Context: an optimization exercise on an open-source flow, tuned for small area, a short achievable clock period and few clock cycles per item. The choices shown serve that exercise and are no tape-out recipe.
The RTL of this run was laid out without a check of its function.
Power and IR drop assume default switching activity.

==> design/flow/design.v <==
`timescale 1ns / 1ps
module matrix2x2_mult (
    input       clk,
    input       rst,
    input       start,
    input [7:0]  a00, a01,
    input [7:0]  a10, a11,
    input [7:0]  b00, b01,
    input [7:0]  b10, b11,
    output [16:0] c00, c01,
    output [16:0] c10, c11,
    output done
);
reg [7:0] ra00, ra01, ra10, ra11, rb00, rb01, rb10, rb11;
always @(posedge clk) begin
    ra00 <= a00; ra01 <= a01; ra10 <= a10; ra11 <= a11;
    rb00 <= b00; rb01 <= b01; rb10 <= b10; rb11 <= b11;
end
reg [3:0] v;
always @(posedge clk, posedge rst) begin
    if (rst)
        v <= 4'd0;
    else
        v <= {v[2:0], start};
end
assign done = v[3];
wire [38:0] t1_00;
mm_t1 s1_00 (.x0(ra00), .y0(rb00), .x1(ra01), .y1(rb10), .o(t1_00));
wire [38:0] t1_01;
mm_t1 s1_01 (.x0(ra00), .y0(rb01), .x1(ra01), .y1(rb11), .o(t1_01));
wire [38:0] t1_10;
mm_t1 s1_10 (.x0(ra10), .y0(rb00), .x1(ra11), .y1(rb10), .o(t1_10));
wire [38:0] t1_11;
mm_t1 s1_11 (.x0(ra10), .y0(rb01), .x1(ra11), .y1(rb11), .o(t1_11));
reg [38:0] q1_00, q1_01, q1_10, q1_11;
always @(posedge clk) begin
    q1_00 <= t1_00;
    q1_01 <= t1_01;
    q1_10 <= t1_10;
    q1_11 <= t1_11;
end
wire [22:0] t2_00;
mm_t2 s2_00 (.i(q1_00), .o(t2_00));
wire [22:0] t2_01;
mm_t2 s2_01 (.i(q1_01), .o(t2_01));
wire [22:0] t2_10;
mm_t2 s2_10 (.i(q1_10), .o(t2_10));
wire [22:0] t2_11;
mm_t2 s2_11 (.i(q1_11), .o(t2_11));
reg [22:0] q2_00, q2_01, q2_10, q2_11;
always @(posedge clk) begin
    q2_00 <= t2_00;
    q2_01 <= t2_01;
    q2_10 <= t2_10;
    q2_11 <= t2_11;
end
wire [16:0] s_00;
mm_cpa a_00 (.i(q2_00), .c(s_00));
wire [16:0] s_01;
mm_cpa a_01 (.i(q2_01), .c(s_01));
wire [16:0] s_10;
mm_cpa a_10 (.i(q2_10), .c(s_10));
wire [16:0] s_11;
mm_cpa a_11 (.i(q2_11), .c(s_11));
reg [16:0] r00, r01, r10, r11;
always @(posedge clk) begin
    r00 <= s_00;
    r01 <= s_01;
    r10 <= s_10;
    r11 <= s_11;
end
assign c00 = r00;
assign c01 = r01;
assign c10 = r10;
assign c11 = r11;
endmodule
module mm_t1 (
  input  [7:0] x0, y0, x1, y1,
  output [38:0] o
);
  mm_nand u1 (.a(x0[0]), .b(y0[0]), .y(o[0]));
  wire w2_0;
  mm_nand u2 (.a(x0[0]), .b(y0[1]), .y(w2_0));
  wire w3_0;
  mm_nand u3 (.a(x0[0]), .b(y0[2]), .y(w3_0));
  wire w4_0;
  mm_nand u4 (.a(x0[0]), .b(y0[3]), .y(w4_0));
  wire w5_0;
  mm_nand u5 (.a(x0[0]), .b(y0[4]), .y(w5_0));
  wire w6_0;
  mm_nand u6 (.a(x0[0]), .b(y0[5]), .y(w6_0));
  wire w7_0;
  mm_nand u7 (.a(x0[0]), .b(y0[6]), .y(w7_0));
  wire w8_0;
  mm_nand u8 (.a(x0[0]), .b(y0[7]), .y(w8_0));
  mm_nand u9 (.a(x0[1]), .b(y0[0]), .y(o[2]));
  wire w10_0;
  mm_nand u10 (.a(x0[1]), .b(y0[1]), .y(w10_0));
  wire w11_0;
  mm_nand u11 (.a(x0[1]), .b(y0[2]), .y(w11_0));
  wire w12_0;
  mm_nand u12 (.a(x0[1]), .b(y0[3]), .y(w12_0));
  wire w13_0;
  mm_nand u13 (.a(x0[1]), .b(y0[4]), .y(w13_0));
  wire w14_0;
  mm_nand u14 (.a(x0[1]), .b(y0[5]), .y(w14_0));
  wire w15_0;
  mm_nand u15 (.a(x0[1]), .b(y0[6]), .y(w15_0));
  wire w16_0;
  mm_nand u16 (.a(x0[1]), .b(y0[7]), .y(w16_0));
  wire w17_0;
  mm_nand u17 (.a(x0[2]), .b(y0[0]), .y(w17_0));
  wire w18_0;
  mm_nand u18 (.a(x0[2]), .b(y0[1]), .y(w18_0));
  wire w19_0;
  mm_nand u19 (.a(x0[2]), .b(y0[2]), .y(w19_0));
  wire w20_0;
  mm_nand u20 (.a(x0[2]), .b(y0[3]), .y(w20_0));
  wire w21_0;
  mm_nand u21 (.a(x0[2]), .b(y0[4]), .y(w21_0));
  wire w22_0;
  mm_nand u22 (.a(x0[2]), .b(y0[5]), .y(w22_0));
  wire w23_0;
  mm_nand u23 (.a(x0[2]), .b(y0[6]), .y(w23_0));
  wire w24_0;
  mm_nand u24 (.a(x0[2]), .b(y0[7]), .y(w24_0));
  wire w25_0;
  mm_nand u25 (.a(x0[3]), .b(y0[0]), .y(w25_0));
  wire w26_0;
  mm_nand u26 (.a(x0[3]), .b(y0[1]), .y(w26_0));
  wire w27_0;
  mm_nand u27 (.a(x0[3]), .b(y0[2]), .y(w27_0));
  wire w28_0;
  mm_nand u28 (.a(x0[3]), .b(y0[3]), .y(w28_0));
  wire w29_0;
  mm_nand u29 (.a(x0[3]), .b(y0[4]), .y(w29_0));
  wire w30_0;
  mm_nand u30 (.a(x0[3]), .b(y0[5]), .y(w30_0));
  wire w31_0;
  mm_nand u31 (.a(x0[3]), .b(y0[6]), .y(w31_0));
  wire w32_0;
  mm_nand u32 (.a(x0[3]), .b(y0[7]), .y(w32_0));
  wire w33_0;
  mm_nand u33 (.a(x0[4]), .b(y0[0]), .y(w33_0));
  wire w34_0;
  mm_nand u34 (.a(x0[4]), .b(y0[1]), .y(w34_0));
  wire w35_0;
  mm_nand u35 (.a(x0[4]), .b(y0[2]), .y(w35_0));
  wire w36_0;
  mm_nand u36 (.a(x0[4]), .b(y0[3]), .y(w36_0));
  wire w37_0;
  mm_nand u37 (.a(x0[4]), .b(y0[4]), .y(w37_0));
  wire w38_0;
  mm_nand u38 (.a(x0[4]), .b(y0[5]), .y(w38_0));
  wire w39_0;
  mm_nand u39 (.a(x0[4]), .b(y0[6]), .y(w39_0));
  wire w40_0;
  mm_nand u40 (.a(x0[4]), .b(y0[7]), .y(w40_0));
  wire w41_0;
  mm_nand u41 (.a(x0[5]), .b(y0[0]), .y(w41_0));
  wire w42_0;
  mm_nand u42 (.a(x0[5]), .b(y0[1]), .y(w42_0));
  wire w43_0;
  mm_nand u43 (.a(x0[5]), .b(y0[2]), .y(w43_0));
  wire w44_0;
  mm_nand u44 (.a(x0[5]), .b(y0[3]), .y(w44_0));
  wire w45_0;
  mm_nand u45 (.a(x0[5]), .b(y0[4]), .y(w45_0));
  wire w46_0;
  mm_nand u46 (.a(x0[5]), .b(y0[5]), .y(w46_0));
  wire w47_0;
  mm_nand u47 (.a(x0[5]), .b(y0[6]), .y(w47_0));
  wire w48_0;
  mm_nand u48 (.a(x0[5]), .b(y0[7]), .y(w48_0));
  wire w49_0;
  mm_nand u49 (.a(x0[6]), .b(y0[0]), .y(w49_0));
  wire w50_0;
  mm_nand u50 (.a(x0[6]), .b(y0[1]), .y(w50_0));
  wire w51_0;
  mm_nand u51 (.a(x0[6]), .b(y0[2]), .y(w51_0));
  wire w52_0;
  mm_nand u52 (.a(x0[6]), .b(y0[3]), .y(w52_0));
  wire w53_0;
  mm_nand u53 (.a(x0[6]), .b(y0[4]), .y(w53_0));
  wire w54_0;
  mm_nand u54 (.a(x0[6]), .b(y0[5]), .y(w54_0));
  wire w55_0;
  mm_nand u55 (.a(x0[6]), .b(y0[6]), .y(w55_0));
  wire w56_0;
  mm_nand u56 (.a(x0[6]), .b(y0[7]), .y(w56_0));
  wire w57_0;
  mm_nand u57 (.a(x0[7]), .b(y0[0]), .y(w57_0));
  wire w58_0;
  mm_nand u58 (.a(x0[7]), .b(y0[1]), .y(w58_0));
  wire w59_0;
  mm_nand u59 (.a(x0[7]), .b(y0[2]), .y(w59_0));
  wire w60_0;
  mm_nand u60 (.a(x0[7]), .b(y0[3]), .y(w60_0));
  wire w61_0;
  mm_nand u61 (.a(x0[7]), .b(y0[4]), .y(w61_0));
  wire w62_0;
  mm_nand u62 (.a(x0[7]), .b(y0[5]), .y(w62_0));
  wire w63_0;
  mm_nand u63 (.a(x0[7]), .b(y0[6]), .y(w63_0));
  wire w64_0;
  mm_nand u64 (.a(x0[7]), .b(y0[7]), .y(w64_0));
  mm_nand u65 (.a(x1[0]), .b(y1[0]), .y(o[1]));
  wire w66_0;
  mm_nand u66 (.a(x1[0]), .b(y1[1]), .y(w66_0));
  wire w67_0;
  mm_nand u67 (.a(x1[0]), .b(y1[2]), .y(w67_0));
  wire w68_0;
  mm_nand u68 (.a(x1[0]), .b(y1[3]), .y(w68_0));
  wire w69_0;
  mm_nand u69 (.a(x1[0]), .b(y1[4]), .y(w69_0));
  wire w70_0;
  mm_nand u70 (.a(x1[0]), .b(y1[5]), .y(w70_0));
  wire w71_0;
  mm_nand u71 (.a(x1[0]), .b(y1[6]), .y(w71_0));
  wire w72_0;
  mm_nand u72 (.a(x1[0]), .b(y1[7]), .y(w72_0));
  wire w73_0;
  mm_nand u73 (.a(x1[1]), .b(y1[0]), .y(w73_0));
  wire w74_0;
  mm_nand u74 (.a(x1[1]), .b(y1[1]), .y(w74_0));
  wire w75_0;
  mm_nand u75 (.a(x1[1]), .b(y1[2]), .y(w75_0));
  wire w76_0;
  mm_nand u76 (.a(x1[1]), .b(y1[3]), .y(w76_0));
  wire w77_0;
  mm_nand u77 (.a(x1[1]), .b(y1[4]), .y(w77_0));
  wire w78_0;
  mm_nand u78 (.a(x1[1]), .b(y1[5]), .y(w78_0));
  wire w79_0;
  mm_nand u79 (.a(x1[1]), .b(y1[6]), .y(w79_0));
  wire w80_0;
  mm_nand u80 (.a(x1[1]), .b(y1[7]), .y(w80_0));
  wire w81_0;
  mm_nand u81 (.a(x1[2]), .b(y1[0]), .y(w81_0));
  wire w82_0;
  mm_nand u82 (.a(x1[2]), .b(y1[1]), .y(w82_0));
  wire w83_0;
  mm_nand u83 (.a(x1[2]), .b(y1[2]), .y(w83_0));
  wire w84_0;
  mm_nand u84 (.a(x1[2]), .b(y1[3]), .y(w84_0));
  wire w85_0;
  mm_nand u85 (.a(x1[2]), .b(y1[4]), .y(w85_0));
  wire w86_0;
  mm_nand u86 (.a(x1[2]), .b(y1[5]), .y(w86_0));
  wire w87_0;
  mm_nand u87 (.a(x1[2]), .b(y1[6]), .y(w87_0));
  wire w88_0;
  mm_nand u88 (.a(x1[2]), .b(y1[7]), .y(w88_0));
  wire w89_0;
  mm_nand u89 (.a(x1[3]), .b(y1[0]), .y(w89_0));
  wire w90_0;
  mm_nand u90 (.a(x1[3]), .b(y1[1]), .y(w90_0));
  wire w91_0;
  mm_nand u91 (.a(x1[3]), .b(y1[2]), .y(w91_0));
  wire w92_0;
  mm_nand u92 (.a(x1[3]), .b(y1[3]), .y(w92_0));
  wire w93_0;
  mm_nand u93 (.a(x1[3]), .b(y1[4]), .y(w93_0));
  wire w94_0;
  mm_nand u94 (.a(x1[3]), .b(y1[5]), .y(w94_0));
  wire w95_0;
  mm_nand u95 (.a(x1[3]), .b(y1[6]), .y(w95_0));
  wire w96_0;
  mm_nand u96 (.a(x1[3]), .b(y1[7]), .y(w96_0));
  wire w97_0;
  mm_nand u97 (.a(x1[4]), .b(y1[0]), .y(w97_0));
  wire w98_0;
  mm_nand u98 (.a(x1[4]), .b(y1[1]), .y(w98_0));
  wire w99_0;
  mm_nand u99 (.a(x1[4]), .b(y1[2]), .y(w99_0));
  wire w100_0;
  mm_nand u100 (.a(x1[4]), .b(y1[3]), .y(w100_0));
  wire w101_0;
  mm_nand u101 (.a(x1[4]), .b(y1[4]), .y(w101_0));
  wire w102_0;
  mm_nand u102 (.a(x1[4]), .b(y1[5]), .y(w102_0));
  wire w103_0;
  mm_nand u103 (.a(x1[4]), .b(y1[6]), .y(w103_0));
  wire w104_0;
  mm_nand u104 (.a(x1[4]), .b(y1[7]), .y(w104_0));
  wire w105_0;
  mm_nand u105 (.a(x1[5]), .b(y1[0]), .y(w105_0));
  wire w106_0;
  mm_nand u106 (.a(x1[5]), .b(y1[1]), .y(w106_0));
  wire w107_0;
  mm_nand u107 (.a(x1[5]), .b(y1[2]), .y(w107_0));
  wire w108_0;
  mm_nand u108 (.a(x1[5]), .b(y1[3]), .y(w108_0));
  wire w109_0;
  mm_nand u109 (.a(x1[5]), .b(y1[4]), .y(w109_0));
  wire w110_0;
  mm_nand u110 (.a(x1[5]), .b(y1[5]), .y(w110_0));
  wire w111_0;
  mm_nand u111 (.a(x1[5]), .b(y1[6]), .y(w111_0));
  wire w112_0;
  mm_nand u112 (.a(x1[5]), .b(y1[7]), .y(w112_0));
  wire w113_0;
  mm_nand u113 (.a(x1[6]), .b(y1[0]), .y(w113_0));
  wire w114_0;
  mm_nand u114 (.a(x1[6]), .b(y1[1]), .y(w114_0));
  wire w115_0;
  mm_nand u115 (.a(x1[6]), .b(y1[2]), .y(w115_0));
  wire w116_0;
  mm_nand u116 (.a(x1[6]), .b(y1[3]), .y(w116_0));
  wire w117_0;
  mm_nand u117 (.a(x1[6]), .b(y1[4]), .y(w117_0));
  wire w118_0;
  mm_nand u118 (.a(x1[6]), .b(y1[5]), .y(w118_0));
  wire w119_0;
  mm_nand u119 (.a(x1[6]), .b(y1[6]), .y(w119_0));
  wire w120_0;
  mm_nand u120 (.a(x1[6]), .b(y1[7]), .y(w120_0));
  wire w121_0;
  mm_nand u121 (.a(x1[7]), .b(y1[0]), .y(w121_0));
  wire w122_0;
  mm_nand u122 (.a(x1[7]), .b(y1[1]), .y(w122_0));
  wire w123_0;
  mm_nand u123 (.a(x1[7]), .b(y1[2]), .y(w123_0));
  wire w124_0;
  mm_nand u124 (.a(x1[7]), .b(y1[3]), .y(w124_0));
  wire w125_0;
  mm_nand u125 (.a(x1[7]), .b(y1[4]), .y(w125_0));
  wire w126_0;
  mm_nand u126 (.a(x1[7]), .b(y1[5]), .y(w126_0));
  wire w127_0;
  mm_nand u127 (.a(x1[7]), .b(y1[6]), .y(w127_0));
  wire w128_0;
  mm_nand u128 (.a(x1[7]), .b(y1[7]), .y(w128_0));
  wire w129_1;
  mm_fa u129 (.a(w2_0), .b(w66_0), .c(w73_0), .s(o[3]), .co(w129_1));
  wire w130_0, w130_1;
  mm_fa u130 (.a(w10_0), .b(w17_0), .c(w3_0), .s(w130_0), .co(w130_1));
  wire w131_0, w131_1;
  mm_fa u131 (.a(w67_0), .b(w74_0), .c(w81_0), .s(w131_0), .co(w131_1));
  wire w132_1;
  mm_fa u132 (.a(w129_1), .b(w130_0), .c(w131_0), .s(o[4]), .co(w132_1));
  wire w133_0, w133_1;
  mm_fa u133 (.a(w11_0), .b(w18_0), .c(w25_0), .s(w133_0), .co(w133_1));
  wire w134_0, w134_1;
  mm_fa u134 (.a(w4_0), .b(w68_0), .c(w75_0), .s(w134_0), .co(w134_1));
  wire w135_0, w135_1;
  mm_fa u135 (.a(w82_0), .b(w89_0), .c(w130_1), .s(w135_0), .co(w135_1));
  wire w136_0, w136_1;
  mm_fa u136 (.a(w131_1), .b(w133_0), .c(w134_0), .s(w136_0), .co(w136_1));
  wire w137_1;
  mm_fa u137 (.a(w132_1), .b(w135_0), .c(w136_0), .s(o[5]), .co(w137_1));
  wire w138_0, w138_1;
  mm_fa u138 (.a(w12_0), .b(w19_0), .c(w26_0), .s(w138_0), .co(w138_1));
  wire w139_0, w139_1;
  mm_fa u139 (.a(w33_0), .b(w5_0), .c(w69_0), .s(w139_0), .co(w139_1));
  wire w140_0, w140_1;
  mm_fa u140 (.a(w76_0), .b(w83_0), .c(w90_0), .s(w140_0), .co(w140_1));
  wire w141_0, w141_1;
  mm_fa u141 (.a(w97_0), .b(w133_1), .c(w134_1), .s(w141_0), .co(w141_1));
  wire w142_0, w142_1;
  mm_fa u142 (.a(w138_0), .b(w139_0), .c(w140_0), .s(w142_0), .co(w142_1));
  wire w143_0, w143_1;
  mm_fa u143 (.a(w135_1), .b(w136_1), .c(w141_0), .s(w143_0), .co(w143_1));
  mm_fa u144 (.a(w142_0), .b(w137_1), .c(w143_0), .s(o[6]), .co(o[8]));
  wire w145_0, w145_1;
  mm_fa u145 (.a(w105_0), .b(w13_0), .c(w20_0), .s(w145_0), .co(w145_1));
  wire w146_0, w146_1;
  mm_fa u146 (.a(w27_0), .b(w34_0), .c(w41_0), .s(w146_0), .co(w146_1));
  wire w147_0, w147_1;
  mm_fa u147 (.a(w6_0), .b(w70_0), .c(w77_0), .s(w147_0), .co(w147_1));
  wire w148_0, w148_1;
  mm_fa u148 (.a(w84_0), .b(w91_0), .c(w98_0), .s(w148_0), .co(w148_1));
  wire w149_0, w149_1;
  mm_fa u149 (.a(w138_1), .b(w139_1), .c(w140_1), .s(w149_0), .co(w149_1));
  wire w150_0, w150_1;
  mm_fa u150 (.a(w145_0), .b(w146_0), .c(w147_0), .s(w150_0), .co(w150_1));
  wire w151_1;
  mm_fa u151 (.a(w148_0), .b(w141_1), .c(w142_1), .s(o[7]), .co(w151_1));
  mm_fa u152 (.a(w149_0), .b(w150_0), .c(w143_1), .s(o[9]), .co(o[10]));
  wire w153_0, w153_1;
  mm_fa u153 (.a(w106_0), .b(w113_0), .c(w14_0), .s(w153_0), .co(w153_1));
  wire w154_0, w154_1;
  mm_fa u154 (.a(w21_0), .b(w28_0), .c(w35_0), .s(w154_0), .co(w154_1));
  wire w155_0, w155_1;
  mm_fa u155 (.a(w42_0), .b(w49_0), .c(w71_0), .s(w155_0), .co(w155_1));
  wire w156_0, w156_1;
  mm_fa u156 (.a(w78_0), .b(w7_0), .c(w85_0), .s(w156_0), .co(w156_1));
  wire w157_0, w157_1;
  mm_fa u157 (.a(w92_0), .b(w99_0), .c(w145_1), .s(w157_0), .co(w157_1));
  wire w158_0, w158_1;
  mm_fa u158 (.a(w146_1), .b(w147_1), .c(w148_1), .s(w158_0), .co(w158_1));
  wire w159_0, w159_1;
  mm_fa u159 (.a(w153_0), .b(w154_0), .c(w155_0), .s(w159_0), .co(w159_1));
  wire w160_0, w160_1;
  mm_fa u160 (.a(w156_0), .b(w149_1), .c(w150_1), .s(w160_0), .co(w160_1));
  wire w161_0;
  mm_fa u161 (.a(w157_0), .b(w158_0), .c(w159_0), .s(w161_0), .co(o[12]));
  mm_fa u162 (.a(w151_1), .b(w160_0), .c(w161_0), .s(o[11]), .co(o[15]));
  wire w163_0, w163_1;
  mm_fa u163 (.a(w100_0), .b(w107_0), .c(w114_0), .s(w163_0), .co(w163_1));
  wire w164_0, w164_1;
  mm_fa u164 (.a(w121_0), .b(w15_0), .c(w22_0), .s(w164_0), .co(w164_1));
  wire w165_0, w165_1;
  mm_fa u165 (.a(w29_0), .b(w36_0), .c(w43_0), .s(w165_0), .co(w165_1));
  wire w166_0, w166_1;
  mm_fa u166 (.a(w50_0), .b(w57_0), .c(w72_0), .s(w166_0), .co(w166_1));
  wire w167_0, w167_1;
  mm_fa u167 (.a(w79_0), .b(w86_0), .c(w8_0), .s(w167_0), .co(w167_1));
  wire w168_0, w168_1;
  mm_fa u168 (.a(w93_0), .b(w153_1), .c(w154_1), .s(w168_0), .co(w168_1));
  wire w169_0, w169_1;
  mm_fa u169 (.a(w155_1), .b(w156_1), .c(w163_0), .s(w169_0), .co(w169_1));
  wire w170_0, w170_1;
  mm_fa u170 (.a(w164_0), .b(w165_0), .c(w166_0), .s(w170_0), .co(w170_1));
  wire w171_0, w171_1;
  mm_fa u171 (.a(w167_0), .b(w157_1), .c(w158_1), .s(w171_0), .co(w171_1));
  wire w172_1;
  mm_fa u172 (.a(w159_1), .b(w168_0), .c(w169_0), .s(o[13]), .co(w172_1));
  mm_fa u173 (.a(w170_0), .b(w160_1), .c(w171_0), .s(o[14]), .co(o[16]));
  wire w174_0, w174_1;
  mm_fa u174 (.a(w101_0), .b(w108_0), .c(w115_0), .s(w174_0), .co(w174_1));
  wire w175_0, w175_1;
  mm_fa u175 (.a(w122_0), .b(w16_0), .c(w23_0), .s(w175_0), .co(w175_1));
  wire w176_0, w176_1;
  mm_fa u176 (.a(w30_0), .b(w37_0), .c(w44_0), .s(w176_0), .co(w176_1));
  wire w177_0, w177_1;
  mm_fa u177 (.a(w51_0), .b(w58_0), .c(w80_0), .s(w177_0), .co(w177_1));
  wire w178_0, w178_1;
  mm_fa u178 (.a(w87_0), .b(w94_0), .c(w163_1), .s(w178_0), .co(w178_1));
  wire w179_0, w179_1;
  mm_fa u179 (.a(w164_1), .b(w165_1), .c(w166_1), .s(w179_0), .co(w179_1));
  wire w180_0, w180_1;
  mm_fa u180 (.a(w167_1), .b(w174_0), .c(w175_0), .s(w180_0), .co(w180_1));
  wire w181_0, w181_1;
  mm_fa u181 (.a(w176_0), .b(w177_0), .c(w168_1), .s(w181_0), .co(w181_1));
  wire w182_0, w182_1;
  mm_fa u182 (.a(w169_1), .b(w170_1), .c(w178_0), .s(w182_0), .co(w182_1));
  mm_fa u183 (.a(w179_0), .b(w180_0), .c(w171_1), .s(o[17]), .co(o[21]));
  mm_fa u184 (.a(w181_0), .b(w172_1), .c(w182_0), .s(o[18]), .co(o[22]));
  wire w185_0, w185_1;
  mm_fa u185 (.a(w102_0), .b(w109_0), .c(w116_0), .s(w185_0), .co(w185_1));
  wire w186_0, w186_1;
  mm_fa u186 (.a(w123_0), .b(w24_0), .c(w31_0), .s(w186_0), .co(w186_1));
  wire w187_0, w187_1;
  mm_fa u187 (.a(w38_0), .b(w45_0), .c(w52_0), .s(w187_0), .co(w187_1));
  wire w188_0, w188_1;
  mm_fa u188 (.a(w59_0), .b(w88_0), .c(w95_0), .s(w188_0), .co(w188_1));
  wire w189_0, w189_1;
  mm_fa u189 (.a(w174_1), .b(w175_1), .c(w176_1), .s(w189_0), .co(w189_1));
  wire w190_0, w190_1;
  mm_fa u190 (.a(w177_1), .b(w185_0), .c(w186_0), .s(w190_0), .co(w190_1));
  wire w191_1;
  mm_fa u191 (.a(w187_0), .b(w188_0), .c(w178_1), .s(o[19]), .co(w191_1));
  wire w192_1;
  mm_fa u192 (.a(w179_1), .b(w180_1), .c(w189_0), .s(o[20]), .co(w192_1));
  mm_fa u193 (.a(w190_0), .b(w181_1), .c(w182_1), .s(o[23]), .co(o[25]));
  wire w194_0, w194_1;
  mm_fa u194 (.a(w103_0), .b(w110_0), .c(w117_0), .s(w194_0), .co(w194_1));
  wire w195_0, w195_1;
  mm_fa u195 (.a(w124_0), .b(w32_0), .c(w39_0), .s(w195_0), .co(w195_1));
  wire w196_0, w196_1;
  mm_fa u196 (.a(w46_0), .b(w53_0), .c(w60_0), .s(w196_0), .co(w196_1));
  wire w197_0, w197_1;
  mm_fa u197 (.a(w96_0), .b(w185_1), .c(w186_1), .s(w197_0), .co(w197_1));
  wire w198_0, w198_1;
  mm_fa u198 (.a(w187_1), .b(w188_1), .c(w194_0), .s(w198_0), .co(w198_1));
  wire w199_0, w199_1;
  mm_fa u199 (.a(w195_0), .b(w196_0), .c(w189_1), .s(w199_0), .co(w199_1));
  mm_fa u200 (.a(w190_1), .b(w197_0), .c(w198_0), .s(o[24]), .co(o[27]));
  mm_fa u201 (.a(w191_1), .b(w192_1), .c(w199_0), .s(o[26]), .co(o[29]));
  wire w202_0, w202_1;
  mm_fa u202 (.a(w104_0), .b(w111_0), .c(w118_0), .s(w202_0), .co(w202_1));
  wire w203_0, w203_1;
  mm_fa u203 (.a(w125_0), .b(w40_0), .c(w47_0), .s(w203_0), .co(w203_1));
  wire w204_0, w204_1;
  mm_fa u204 (.a(w54_0), .b(w61_0), .c(w194_1), .s(w204_0), .co(w204_1));
  wire w205_0, w205_1;
  mm_fa u205 (.a(w195_1), .b(w196_1), .c(w202_0), .s(w205_0), .co(w205_1));
  wire w206_1;
  mm_fa u206 (.a(w203_0), .b(w197_1), .c(w198_1), .s(o[28]), .co(w206_1));
  mm_fa u207 (.a(w204_0), .b(w205_0), .c(w199_1), .s(o[30]), .co(o[31]));
  wire w208_0, w208_1;
  mm_fa u208 (.a(w112_0), .b(w119_0), .c(w126_0), .s(w208_0), .co(w208_1));
  wire w209_0, w209_1;
  mm_fa u209 (.a(w48_0), .b(w55_0), .c(w62_0), .s(w209_0), .co(w209_1));
  wire w210_0, w210_1;
  mm_fa u210 (.a(w202_1), .b(w203_1), .c(w208_0), .s(w210_0), .co(w210_1));
  wire w211_0;
  mm_fa u211 (.a(w209_0), .b(w204_1), .c(w205_1), .s(w211_0), .co(o[33]));
  mm_fa u212 (.a(w210_0), .b(w206_1), .c(w211_0), .s(o[32]), .co(o[35]));
  wire w213_0, w213_1;
  mm_fa u213 (.a(w120_0), .b(w127_0), .c(w56_0), .s(w213_0), .co(w213_1));
  wire w214_0, w214_1;
  mm_fa u214 (.a(w63_0), .b(w208_1), .c(w209_1), .s(w214_0), .co(w214_1));
  wire w215_1;
  mm_fa u215 (.a(w213_0), .b(w210_1), .c(w214_0), .s(o[34]), .co(w215_1));
  wire w216_0;
  mm_fa u216 (.a(w128_0), .b(w64_0), .c(w213_1), .s(w216_0), .co(o[37]));
  mm_fa u217 (.a(w214_1), .b(w216_0), .c(w215_1), .s(o[36]), .co(o[38]));
endmodule
module mm_t2 (
  input  [38:0] i,
  output [22:0] o
);
  mm_xnor u1 (.a(i[0]), .b(i[1]), .y(o[0]));
  wire w2_0;
  mm_or u2 (.a(i[0]), .b(i[1]), .y(w2_0));
  wire w3_1;
  mm_fa u3 (.a(i[2]), .b(i[3]), .c(w2_0), .s(o[1]), .co(w3_1));
  mm_xnor u4 (.a(i[4]), .b(w3_1), .y(o[2]));
  wire w5_0;
  mm_or u5 (.a(i[4]), .b(w3_1), .y(w5_0));
  mm_xnor u6 (.a(i[5]), .b(w5_0), .y(o[3]));
  wire w7_0;
  mm_or u7 (.a(i[5]), .b(w5_0), .y(w7_0));
  mm_xnor u8 (.a(i[6]), .b(w7_0), .y(o[4]));
  wire w9_0;
  mm_or u9 (.a(i[6]), .b(w7_0), .y(w9_0));
  wire w10_0, w10_1;
  mm_fa u10 (.a(i[7]), .b(i[8]), .c(i[9]), .s(w10_0), .co(w10_1));
  mm_xnor u11 (.a(w10_0), .b(w9_0), .y(o[5]));
  wire w12_0;
  mm_or u12 (.a(w10_0), .b(w9_0), .y(w12_0));
  wire w13_0, w13_1;
  mm_fa u13 (.a(i[10]), .b(i[11]), .c(w10_1), .s(w13_0), .co(w13_1));
  mm_xnor u14 (.a(w13_0), .b(w12_0), .y(o[6]));
  wire w15_0;
  mm_or u15 (.a(w13_0), .b(w12_0), .y(w15_0));
  wire w16_0, w16_1;
  mm_fa u16 (.a(i[12]), .b(i[13]), .c(i[14]), .s(w16_0), .co(w16_1));
  wire w17_0, w17_1;
  mm_fa u17 (.a(i[15]), .b(w16_0), .c(w13_1), .s(w17_0), .co(w17_1));
  mm_xnor u18 (.a(w17_0), .b(w15_0), .y(o[7]));
  wire w19_0;
  mm_or u19 (.a(w17_0), .b(w15_0), .y(w19_0));
  wire w20_0, w20_1;
  mm_fa u20 (.a(i[16]), .b(i[17]), .c(i[18]), .s(w20_0), .co(w20_1));
  wire w21_0, w21_1;
  mm_fa u21 (.a(w16_1), .b(w20_0), .c(w17_1), .s(w21_0), .co(w21_1));
  mm_xnor u22 (.a(w21_0), .b(w19_0), .y(o[8]));
  mm_or u23 (.a(w21_0), .b(w19_0), .y(o[10]));
  wire w24_0, w24_1;
  mm_fa u24 (.a(i[19]), .b(i[20]), .c(i[21]), .s(w24_0), .co(w24_1));
  wire w25_0, w25_1;
  mm_fa u25 (.a(i[22]), .b(i[23]), .c(w20_1), .s(w25_0), .co(w25_1));
  mm_fa u26 (.a(w24_0), .b(w25_0), .c(w21_1), .s(o[9]), .co(o[12]));
  wire w27_0, w27_1;
  mm_fa u27 (.a(i[24]), .b(i[25]), .c(i[26]), .s(w27_0), .co(w27_1));
  mm_fa u28 (.a(w24_1), .b(w27_0), .c(w25_1), .s(o[11]), .co(o[14]));
  wire w29_0, w29_1;
  mm_fa u29 (.a(i[27]), .b(i[28]), .c(i[29]), .s(w29_0), .co(w29_1));
  mm_fa u30 (.a(i[30]), .b(w27_1), .c(w29_0), .s(o[13]), .co(o[15]));
  mm_fa u31 (.a(i[31]), .b(i[32]), .c(w29_1), .s(o[16]), .co(o[18]));
  mm_fa u32 (.a(i[33]), .b(i[34]), .c(i[35]), .s(o[17]), .co(o[20]));
  assign o[19] = i[36];
  assign o[21] = i[37];
  assign o[22] = i[38];
endmodule
module mm_cpa (
  input  [22:0] i,
  output [16:0] c
);
  mm_inv u1 (.a(i[0]), .y(c[0]));
  mm_inv u2 (.a(i[1]), .y(c[1]));
  mm_inv u3 (.a(i[2]), .y(c[2]));
  mm_inv u4 (.a(i[3]), .y(c[3]));
  mm_inv u5 (.a(i[4]), .y(c[4]));
  mm_inv u6 (.a(i[5]), .y(c[5]));
  mm_inv u7 (.a(i[6]), .y(c[6]));
  mm_inv u8 (.a(i[7]), .y(c[7]));
  mm_inv u9 (.a(i[8]), .y(c[8]));
  wire w10_0;
  mm_nor u10 (.a(i[9]), .b(i[10]), .y(w10_0));
  mm_xor u11 (.a(i[9]), .b(i[10]), .y(c[9]));
  wire w12_0;
  mm_nor u12 (.a(i[11]), .b(i[12]), .y(w12_0));
  wire w13_0;
  mm_xor u13 (.a(i[11]), .b(i[12]), .y(w13_0));
  wire w14_0;
  mm_nor u14 (.a(i[13]), .b(i[14]), .y(w14_0));
  wire w15_0;
  mm_xor u15 (.a(i[13]), .b(i[14]), .y(w15_0));
  wire w16_0;
  mm_nor u16 (.a(i[15]), .b(i[16]), .y(w16_0));
  wire w17_0;
  mm_xor u17 (.a(i[15]), .b(i[16]), .y(w17_0));
  wire w18_0;
  mm_nor u18 (.a(i[17]), .b(i[18]), .y(w18_0));
  wire w19_0;
  mm_xor u19 (.a(i[17]), .b(i[18]), .y(w19_0));
  wire w20_0;
  mm_nor u20 (.a(i[19]), .b(i[20]), .y(w20_0));
  wire w21_0;
  mm_xor u21 (.a(i[19]), .b(i[20]), .y(w21_0));
  wire w22_0;
  mm_nor u22 (.a(i[21]), .b(i[22]), .y(w22_0));
  wire w23_0;
  mm_xor u23 (.a(i[21]), .b(i[22]), .y(w23_0));
  wire w24_0;
  mm_a21oi u24 (.a(w13_0), .b(w10_0), .c(w12_0), .y(w24_0));
  wire w25_0;
  mm_a21oi u25 (.a(w17_0), .b(w14_0), .c(w16_0), .y(w25_0));
  wire w26_0;
  mm_nand u26 (.a(w17_0), .b(w15_0), .y(w26_0));
  wire w27_0;
  mm_a21oi u27 (.a(w21_0), .b(w18_0), .c(w20_0), .y(w27_0));
  wire w28_0;
  mm_nand u28 (.a(w21_0), .b(w19_0), .y(w28_0));
  wire w29_0;
  mm_inv u29 (.a(w14_0), .y(w29_0));
  wire w30_0;
  mm_inv u30 (.a(w15_0), .y(w30_0));
  wire w31_0;
  mm_o21ai u31 (.a(w30_0), .b(w24_0), .c(w29_0), .y(w31_0));
  wire w32_0;
  mm_o21ai u32 (.a(w26_0), .b(w24_0), .c(w25_0), .y(w32_0));
  wire w33_0;
  mm_inv u33 (.a(w22_0), .y(w33_0));
  wire w34_0;
  mm_inv u34 (.a(w23_0), .y(w34_0));
  wire w35_0;
  mm_o21ai u35 (.a(w34_0), .b(w27_0), .c(w33_0), .y(w35_0));
  wire w36_0;
  mm_inv u36 (.a(w23_0), .y(w36_0));
  wire w37_0;
  mm_nor u37 (.a(w36_0), .b(w28_0), .y(w37_0));
  wire w38_0;
  mm_a21oi u38 (.a(w19_0), .b(w32_0), .c(w18_0), .y(w38_0));
  wire w39_0;
  mm_inv u39 (.a(w27_0), .y(w39_0));
  wire w40_0;
  mm_inv u40 (.a(w28_0), .y(w40_0));
  wire w41_0;
  mm_a21oi u41 (.a(w40_0), .b(w32_0), .c(w39_0), .y(w41_0));
  wire w42_0;
  mm_a21oi u42 (.a(w37_0), .b(w32_0), .c(w35_0), .y(w42_0));
  mm_xor u43 (.a(w13_0), .b(w10_0), .y(c[10]));
  mm_xnor u44 (.a(w15_0), .b(w24_0), .y(c[11]));
  mm_xor u45 (.a(w17_0), .b(w31_0), .y(c[12]));
  mm_xor u46 (.a(w19_0), .b(w32_0), .y(c[13]));
  mm_xnor u47 (.a(w21_0), .b(w38_0), .y(c[14]));
  mm_xnor u48 (.a(w23_0), .b(w41_0), .y(c[15]));
  mm_inv u49 (.a(w42_0), .y(c[16]));
endmodule
module mm_nand (input a, b, output y); assign y = ~(a & b); endmodule
module mm_nor (input a, b, output y); assign y = ~(a | b); endmodule
module mm_or (input a, b, output y); assign y = a | b; endmodule
module mm_xor (input a, b, output y); assign y = a ^ b; endmodule
module mm_xnor (input a, b, output y); assign y = ~(a ^ b); endmodule
module mm_inv (input a, output y); assign y = ~a; endmodule
module mm_a21oi (input a, b, c, output y); assign y = ~((a & b) | c); endmodule
module mm_o21ai (input a, b, c, output y); assign y = ~((a | b) & c); endmodule
module mm_fa (
  input  a, b, c,
  output s, co
);
  assign s = a ^ b ^ c;
  assign co = (a & b) | (a & c) | (b & c);
endmodule
==> design/flow/run.sh <==
#!/bin/bash
# synth_recipe.tcl (not shown) runs the flow's synth.tcl, then flattens the netlist and writes it again
# the make line also repeats each setting of config.mk as NAME=value (left out here)
make -C /OpenROAD-flow-scripts/flow DESIGN_CONFIG=/design/flow/config.mk WORK_HOME=/design/flow/orfs CLKGATE_MAP_FILE= SYNTH_SCRIPT=/design/flow/synth_recipe.tcl finish
==> design/flow/config.mk <==
export PLATFORM = sky130hd
export DESIGN_NAME = matrix2x2_mult
export DESIGN_NICKNAME = matrix2x2_mult
export VERILOG_FILES = /design/flow/design.v
export SDC_FILE = /design/flow/constraint.sdc
export NUM_CORES = 4
export LEC_CHECK = 0
export CAP_MARGIN = 20
export CORE_MARGIN = 2
export CORE_UTILIZATION = 40
export SETUP_SLACK_MARGIN = 4.1
export SLEW_MARGIN = 20
export SYNTH_HIERARCHICAL = 1
export SYNTH_MINIMUM_KEEP_SIZE = 0
==> design/flow/constraint.sdc <==
create_clock -name core_clock -period 7.0 [get_ports {clk}]
set_input_delay 1.4000 -clock core_clock [delete_from_list [all_inputs] [get_ports {clk}]]
set_output_delay 1.4000 -clock core_clock [all_outputs]
set_load 0.01 [all_outputs]
==> run notes <==
[synth_stat cells]
| master | instances |
|---|---|
| o21ai_1 | 12 |
| fa_1 | 420 |
| dfxtp_1 | 380 |
| dfrtp_1 | 4 |
| nor2_1 | 32 |
| inv_1 | 69 |
| a21oi_2 | 24 |
| buf_4 | 12 |
| or2_1 | 32 |
| xnor2_1 | 44 |
| xor2_1 | 40 |
| nand2_1 | 520 |
[final cells by class]
cell class,count,area (um^2)
clock buffers,60,1280
clock inverters,21,278
fillers,4426,25300
inverters,69,259
multi-input cells,1124,11700
flip-flops and latches,384,7870
well taps,664,831
repair buffers,137,1370
[per-module statistics from Yosys (local to each module, per instance), excerpt]
module          area, um^2  copies in the design
mm_inv                3.75                    68
mm_or                 6.26                    32
mm_xnor               8.76                    44
matrix2x2_mult        7710                     1
mm_nand               3.75                   520
mm_t2                 22.5                     4
mm_a21oi              8.76                    24
[where the power goes]
group	internal [uW]	leakage (uW)	switching, uW	total, uW
Sequential	3040	0.00325	466	3510
Clock	1510	0.000766	931	2440
Combinational	1590	0.00472	1510	3100
Total	6140	0.00874	2910	9050
[state kept, by name, summed over array words and instances, names as in the netlist, 17 cells and up]
signal,flops
q2_00,23
r01,17
q2_11,23
q1_10,39
q1_11,39
r11,17
q1_00,39
r00,17
r10,17
q2_10,23
q2_01,23
q1_01,39
[path summary, 6_finish.rpt]
kind / slack [ns] / to
worst max-delay path: 4.16 / q1_00[11]
worst min-delay path: 0.32 / q2_10[22]
worst max register to register: 4.16 / q1_00[11]
worst min register to register: 0.32 / q2_10[22]
max in group asynchronous: 5.85 / v[0]
min in group asynchronous: 1.01 / v[3]
[cell families after synthesis]
| logic type | Yosys count | share of synthesized area, % |
|---|---|---|
| AO/OA/AOI/OAI | 36 | 1.37 |
| flip-flops | 384 | 39.0 |
| buffers and inverters | 81 | 1.77 |
| XOR/XNOR | 84 | 3.73 |
| adder cells (fa/ha/maj) | 420 | 42.6 |
| AND/OR/NAND/NOR | 584 | 11.5 |
[worst max-delay path: stages (launching register included)]
cell     delay, ns
dfxtp_2       0.58
nand2_1       0.16
fa_1          0.60
fa_1          0.44
fa_1          0.51
fa_1          0.42
[layer usage]
layer	vias up	part of all wire (%)	routed length [um]	global-route usage [%]
li1	5116	-	-	-
met1	6112	40	18100	24.1
met2	536	48	21500	30.6
met3	107	8.9	4010	4.87
met4	2	3.6	1620	7.70
met5	-	0.024	11	0
[stage by stage]
step | cell area, um^2 | worst slack (ns) | std cells | hold WS, ns | total power (uW)
6_report | 23600 | 4.16 | 2459 | 0.322 | 9050
5_1_grt | 23600 | 4.08 | 2459 | 0.334 | 9830
4_1_cts | 23500 | 4.10 | 2458 | 0.323 | 9270
3_5_place_dp | 21800 | 3.77 | 2377 | 0.312 | 6770
3_3_place_gp | 21800 | 3.80 | 2377 | 0.315 | 6710
2_1_floorplan | 19700 | 4.28 | 1589 | 0.331 | 5610
[timing repair]
item / 4_1_cts / 5_1_grt
pin swaps: 1 / 5
buffers inserted: 0 / 1
resized for setup: 64 / 42
endpoints found under the setup margin: 89 / 26
==> out/results.tsv <==
metric	value	unit
synth_top_area_share	42.6	%
cts_sinks	384	
r2r_start	rb00[4]	
relSlewSlack	50.8	%
vias	11900	
fmax	352	MHz
cp.arrival	3.29	ns
grt_use_total	18.9	%
yosys_register_bits	384	
portBuffers	135	
dp_hpwl	31.7	mm
diodes	0	
finalSetupViolCount	0	
holdPathStages	0	
grt_pass1_wl	73.1	mm
place_congestion	0.822	
worstSetupPathType	flop to flop	
synth_cells	1589	
finalNetCount	2247	
synth_area_per_cell	12.4	um^2
status	timing/DRC/antenna clean	
syn_nets	2076	
syn_area	19700	um^2
fin_tns_setup	0	ns
cp_data_required_time	7.45	ns
crit_path_start_kind	flop	
htreeDepth	2	
grt_max_degree	17	
drive_above_1_share	9.69	%
powerDensity	383	nW/um^2
die_area	51200	um^2
wl	45.3	mm
synth_seq_area_share	39.0	%
route.detailed.drc	0	
wl_per_cell	18.4	um
root_buffer	clkbuf_16	
drv_slew	0	
max-cap-violations	0	
clk_pin_slew_worst_paths	0.07	ns
grt_remaining_overflow	0	
final_cell_mix	nand2_1, fa_1, dfxtp_1	
crit_start	rb00[4]	
coreArea	48800	um^2
ys_warn_count	7	
hold_viol_final	0	
grt_pass1_vias	13800	
row_count	81	
area_growth	19.5	%
dr.pass1.iters	5	
rsz0062_at_grt	yes	
cp-end-kind	flop	
yosys-top-cells-area	fa_1, dfxtp_1, nand2_1, xnor2_1, xor2_1	
yosysTopAreaCell	fa_1	
final_util	48.3	%
hp-start	q1_10[38]	
drt_iter0_drc	927	
clk_path_buf_depth	3	
min_path_type	flop to flop	
final_common_cell	nand2_1	
cts_tree	built	
vdd.ir_drop.worst	199	uV
fin_crit_sh	40.6	%
insertion_delay	0.57	ns
rr_worst_depth	5	
period_needed	2.84	ns
synth_cell_types	12	
ant_nets	0	
avgViaCountPerCell	4.83	
start_util	40.4	%
die_x	226	um
worst_pin_slew	0.733	ns
finClkSkew	0.0222	ns
crit_fanout	16	
p_leak	0.00874	uW
pin_count	136	
antenna_found_initial	1	
ctsHoldBuffers	0	
die_h	226	um
numCtsBuffers	44	

## afterwards: timing with drivers on the ports
No port has a modelled driver above. Below, the same layout with a new extraction and two added sets of constraints. Step 1 (the two cells are an assumption about what drives the block):
set clk [get_ports {clk}]
set_driving_cell -lib_cell sky130_fd_sc_hd__clkbuf_16 $clk
set_driving_cell -lib_cell sky130_fd_sc_hd__buf_2 [delete_from_list [all_inputs] $clk]
Step 2, shift: input delay + t, output delay - t, t = (earliest + latest rising clock arrival at the registers) / 2. This alone moves slack from input paths to output paths. a / b / c = ideal ports / drivers / drivers and shift; a / b = the first two.
t (ns): 0.620
setup slack, ns: 4.155 / 4.108 / 4.155
slew at the worst register clock pin (ns): 0.07 / 0.07
After both steps setup and hold are still met in this run. The setup slack of this run moves by -0.047 ns with the drivers and by 0.000 ns with both steps.
